This is an optimization exercise on Yosys and OpenROAD, whose aim is small area and a short achievable clock period, not a production implementation.
Where RTL was checked, it was by simulation tests only, not by an equivalence proof against the original.
No activity file was given, so power comes from the tool's default toggle rates.

== job 763 ==
Design CPU, start of the top module:
module CPU(clock, reset,
imem_addr, imem_data,
dmem_addr, dmem_wdata, dmem_we, dmem_re, dmem_rdata,
rf_we, rf_waddr, rf_wdata);
Size in the first run: about 610 flip-flops.
Settings: LEC_CHECK=0, CAP_MARGIN=10, CORE_MARGIN=2, CORE_UTILIZATION=62, CTS_BUF_LIST=sky130_fd_sc_hd__clkbuf_8, CTS_CLUSTER_DIAMETER=50, CTS_CLUSTER_SIZE=16, PLACE_DENSITY=0.75, SLEW_MARGIN=10; clock period 12.0 ns.
standard.sh (not shown) runs the stock make flow with config.mk's settings and CLKGATE_MAP_FILE= SYNTH_SCRIPT=/design/flow/synth_recipe.tcl, a recipe that flattens the netlist after the stock synthesis.
==> flow/flow/run.sh <==
#!/bin/bash
# Standard ORFS layout, with faster port buffers and a timing-repair target
# tighter than the clock period (the SDC and clock period are unchanged).
set -euo pipefail
bash standard.sh \
  "BUFFER_PORTS_ARGS=-buffer_cell sky130_fd_sc_hd__buf_2" \
  "SETUP_SLACK_MARGIN=7" \
  finish > flow.log 2>&1
Job 763 finished end to end and its layout was clean on timing, DRC and antenna.
[inputs] job 5589 vs job 763
- changing CORE_UTILIZATION from 62 to 70
- changing CAP_MARGIN from 10 to 20
- changing SLEW_MARGIN from 10 to 20
- changing PLACE_DENSITY from 0.75 to 0.82
-- flow/flow/run.sh --
<<< job 763, line 6
  "BUFFER_PORTS_ARGS=-buffer_cell sky130_fd_sc_hd__buf_2" \
>>> job 5589, line 6
  "BUFFER_PORTS_ARGS=-buffer_cell sky130_fd_sc_hd__buf_4" \
==> comparison <==
- Job 5589 finished every stage and its layout cleared the timing, design-rule and antenna checks.
- There was hardly any difference in sequential share of layout area between job 763 and job 5589.
- Power share of the combinational group came out higher on job 5589 than on job 763.
- Job 5589 vs job 763 — non-clock buffer count dropped slightly
- Detailed-routing iteration count for the pre-antenna-repair pass: job 5589 lower than job 763
- When job 5589 is measured against job 763, its ratio of final minimum period to clock period turns out 0.16 points lower.
- Lower placed wire-length estimate after detailed placement among job 5589 and job 763: job 5589
Changes in job 4685 relative to job 5589:
- swapping 70 for 55 in CORE_UTILIZATION
- swapping 0.82 for 0.7 in PLACE_DENSITY
-- flow/flow/run.sh --
<<< job 5589, line 6
  "BUFFER_PORTS_ARGS=-buffer_cell sky130_fd_sc_hd__buf_4" \
  "SETUP_SLACK_MARGIN=7" \
>>> job 4685, line 6
  "BUFFER_PORTS_ARGS=-buffer_cell sky130_fd_sc_hd__buf_2" \
  "SETUP_SLACK_MARGIN=7.5" \
Notes after the runs:
Job 5589 → job 4685: total internal power went up about 3.5%; placeable core region increased by about 28% relative to the old numbers; die area now sits higher; total net switching power picked up an extra 0.000059 W; site row count increased 10. From job 5589 to job 4685 the numbers moved as follows: sequential power neither gained nor lost much; non-clock buffer count picked up an extra 3.5%. In the tables for job 4685 and job 5589, via count reads lower with job 4685.
--- input diff job 4685..job 5138 ---
- SLEW_MARGIN changed from 20 to 10
- CAP_MARGIN changed from 20 to 10
- CORE_UTILIZATION changed from 55 to 62
- PLACE_DENSITY changed from 0.7 to 0.75
-- flow/flow/run.sh --
<<< job 4685, line 7
  "SETUP_SLACK_MARGIN=7.5" \
>>> job 5138, line 7
  "SETUP_SLACK_MARGIN=6.85" \
Notes after the runs:
Job 5138 vs. job 4685: clock group share of total power shrank by 0.7 points, power attributed to combinational cells fell by about 2%, starting density of the core higher. Routed wire length for job 5138 is lower than for job 4685. Diff job 4685..job 5138 | worst clock skew | negligible. Detailed route, job 5138 vs job 4685: via total higher for job 5138. Job 5138 reports its slowest stage cell on the critical path as sky130_fd_sc_hd__nor2b_1 while job 4685 reports sky130_fd_sc_hd__buf_16. Job 5138 vs job 4685 — post-route fraction of the period consumed by the critical path rose 0.60 points. Changes observed in job 5138 relative to job 4685: final-layout clock buffer total rose by 3; first-pass GRT wire length fell by 1.0%; detailed-route DRC error count stayed essentially flat. Job 5138: global routing usage summed across all routing layers is 4.0 points higher than what job 4685 reported.
What job 2646 does differently from job 5138 at the input level:
- SLEW_MARGIN changed from 10 to 20
- CORE_UTILIZATION changed from 62 to 55
- CAP_MARGIN changed from 10 to 20
- PLACE_DENSITY changed from 0.75 to 0.7
-- flow/flow/run.sh --
<<< job 5138, line 7
  "SETUP_SLACK_MARGIN=6.85" \
>>> job 2646, line 7
  "SETUP_SLACK_MARGIN=7" \
Findings:
- Changes observed in job 2646 relative to job 5138: met2 track demand over resource has decreased; power share of the clock group up 2.7 points; worst hold margin shows no meaningful change; fraction of cell area in non-clock buffers saw an increase; number of antenna violations at the first check in global routing shows a reduction of 1.
- Compared with job 5138, job 2646 instantiates a larger number of standard cells.
- End of the critical path: rf_wdata[5] -> job 5138, rf_wdata[9] -> job 2646
- Between job 5138 and job 2646, the weighted congestion at the end of routability-driven global placement is lower for job 5138.
- Job 2646 ended up with a higher design area than job 5138 did.
- Taking job 5138 as the reference, in job 2646 power after layout +4.6%, non-clock buffer count +4.

## the reference run
Another version of the RTL of CPU (not shown whole).
Size in the first run: ~2,700 cells after synthesis, ~610 flip-flops, roughly 30,000 sq um of cells after synthesis.
Settings: LEC_CHECK=0, CAP_MARGIN=20, CORE_MARGIN=2, CORE_UTILIZATION=40, CTS_BUF_LIST=sky130_fd_sc_hd__clkbuf_8, CTS_CLUSTER_DIAMETER=60, CTS_CLUSTER_SIZE=20, PLACE_DENSITY=0.6, SLEW_MARGIN=20; clock period 12.0 ns.
==> flow/flow/run.sh <==
#!/bin/bash
# Standard ORFS layout, with faster port buffers and a timing-repair target
# tighter than the clock period (the SDC and clock period are unchanged).
set -euo pipefail
bash standard.sh \
  "BUFFER_PORTS_ARGS=-buffer_cell sky130_fd_sc_hd__buf_2" \
  "SETUP_SLACK_MARGIN=7" \
  finish > flow.log 2>&1
### the reference run -> the trial run
Settings: swapping 0.6 for 0.7 in PLACE_DENSITY; swapping 60 for 50 in CTS_CLUSTER_DIAMETER; swapping 20 for 16 in CTS_CLUSTER_SIZE; swapping 40 for 55 in CORE_UTILIZATION.
-- flow/flow/run.sh --
<<< the reference run, line 6
  "BUFFER_PORTS_ARGS=-buffer_cell sky130_fd_sc_hd__buf_2" \
>>> the trial run, line 6
  "BUFFER_PORTS_ARGS=-buffer_cell sky130_fd_sc_hd__buf_4" \
## What came out
- Total power | the trial run above the reference run
- Going from the reference run to the trial run, maximum frequency grew by a few percent.
- The trial run has more setup slack than the reference run.
- [the trial run vs the reference run] combinational share of power: lower in the trial run
- Sum of met3 wire segment lengths after detailed routing came out lower on the trial run than on the reference run.
- From the reference run to the trial run the numbers moved as follows: final cell count now smaller; final area now smaller.
No run of this note included a check of the RTL's function; only the layout flow was run.

Setup of main:
Starting RTL as in the previous note.
clock: 12.0 ns
lec_check: 0
cap_margin: 20
core_margin: 2
core_utilization: 40
cts_buf_list: sky130_fd_sc_hd__clkbuf_4 sky130_fd_sc_hd__clkbuf_8
cts_cluster_diameter: 40
cts_cluster_size: 12
place_density: 0.6
slew_margin: 20
==> flow/flow/run.sh <==
#!/bin/bash
# Standard ORFS layout, with faster port buffers and a timing-repair target
# tighter than the clock period (the SDC and clock period are unchanged).
set -euo pipefail
bash standard.sh \
  "BUFFER_PORTS_ARGS=-buffer_cell sky130_fd_sc_hd__buf_2" \
  "SETUP_SLACK_MARGIN=7" \
  finish > flow.log 2>&1
Edits applied to the flow inputs when going from main to the feature branch:
- CTS_CLUSTER_SIZE now 16, was 12
- CTS_CLUSTER_DIAMETER now 50, was 40
- CTS_BUF_LIST now sky130_fd_sc_hd__clkbuf_8, was sky130_fd_sc_hd__clkbuf_4 sky130_fd_sc_hd__clkbuf_8
diff --git a/flow/flow/run.sh b/flow/flow/run.sh
--- a/flow/flow/run.sh
+++ b/flow/flow/run.sh
@@ -5,3 +5,3 @@
 bash standard.sh \
-  "BUFFER_PORTS_ARGS=-buffer_cell sky130_fd_sc_hd__buf_2" \
+  "BUFFER_PORTS_ARGS=-buffer_cell sky130_fd_sc_hd__buf_4" \
   "SETUP_SLACK_MARGIN=7" \
Findings:
Summary: hold slack, the feature branch better than main
For main, the worst setup path endpoint was rf_wdata[2], unlike the feature branch, where it was rf_wdata[10].
In the feature branch the clock edge transition at the registers on the reported setup and hold paths turned out 0.02 ns higher than in main.
In the flow results for the feature branch and main, the sequential cell area share is smaller on main.
Compared with main, the feature branch shows a number of cells upsized or downsized after cts that is about 3.3% higher.
The feature branch -> main: number of instances in the synthesized netlist delta 0, exact match
Compared with main, the feature branch shows a part of the total power dissipated in the clock network that is 3.9 points lower.
Function was not checked in any run of this note: the RTL went through the layout flow alone.

[re-timing with driven ports]
No port has a modelled driver above. Below, the same layouts with a new extraction and two added sets of constraints.
Step 1, drivers: a clkbuf_16 drives clock and a buf_2 each remaining input, both assumed.
Step 2 times the ports against the registers' clock, not the clock port: input delays grow and output delays shrink by t, the midpoint of the rising clock arrivals with the driver on.
Three values: ideal, step 1, step 2; two values: the first two.
| run | t, ns | setup slack, ns | hold WS [ns] |
|---|---|---|---|
| job 763 | 0.762 | 6.807 / 6.663 / 6.299 | 0.355 / 0.355 / 0.355 |
| job 5589 | 0.758 | 6.825 / 6.608 / 6.420 | 0.343 / 0.343 / 0.343 |
| job 4685 | 0.763 | 6.830 / 6.683 / 6.683 | 0.349 / 0.349 / 0.349 |
| job 5138 | 0.772 | 6.758 / 6.637 / 6.342 | 0.351 / 0.351 / 0.351 |
| job 2646 | 0.732 | 6.817 / 6.573 / 6.469 | 0.352 / 0.352 / 0.352 |
| the reference run | 0.749 | 6.524 / 6.478 / 6.436 | 0.360 / 0.360 / 0.360 |
| the trial run | 0.780 | 6.818 / 6.522 / 6.378 | 0.344 / 0.344 / 0.344 |
| main | 0.756 | 6.517 / 6.471 / 6.471 | 0.350 / 0.350 / 0.350 |
| the feature branch | 0.744 | 6.636 / 6.514 / 6.410 | 0.356 / 0.356 / 0.356 |
After both steps every run listed still meets setup and hold. For job 763, which loses most, drivers alone change the setup slack by -0.144 ns; drivers and shift together by -0.508 ns.
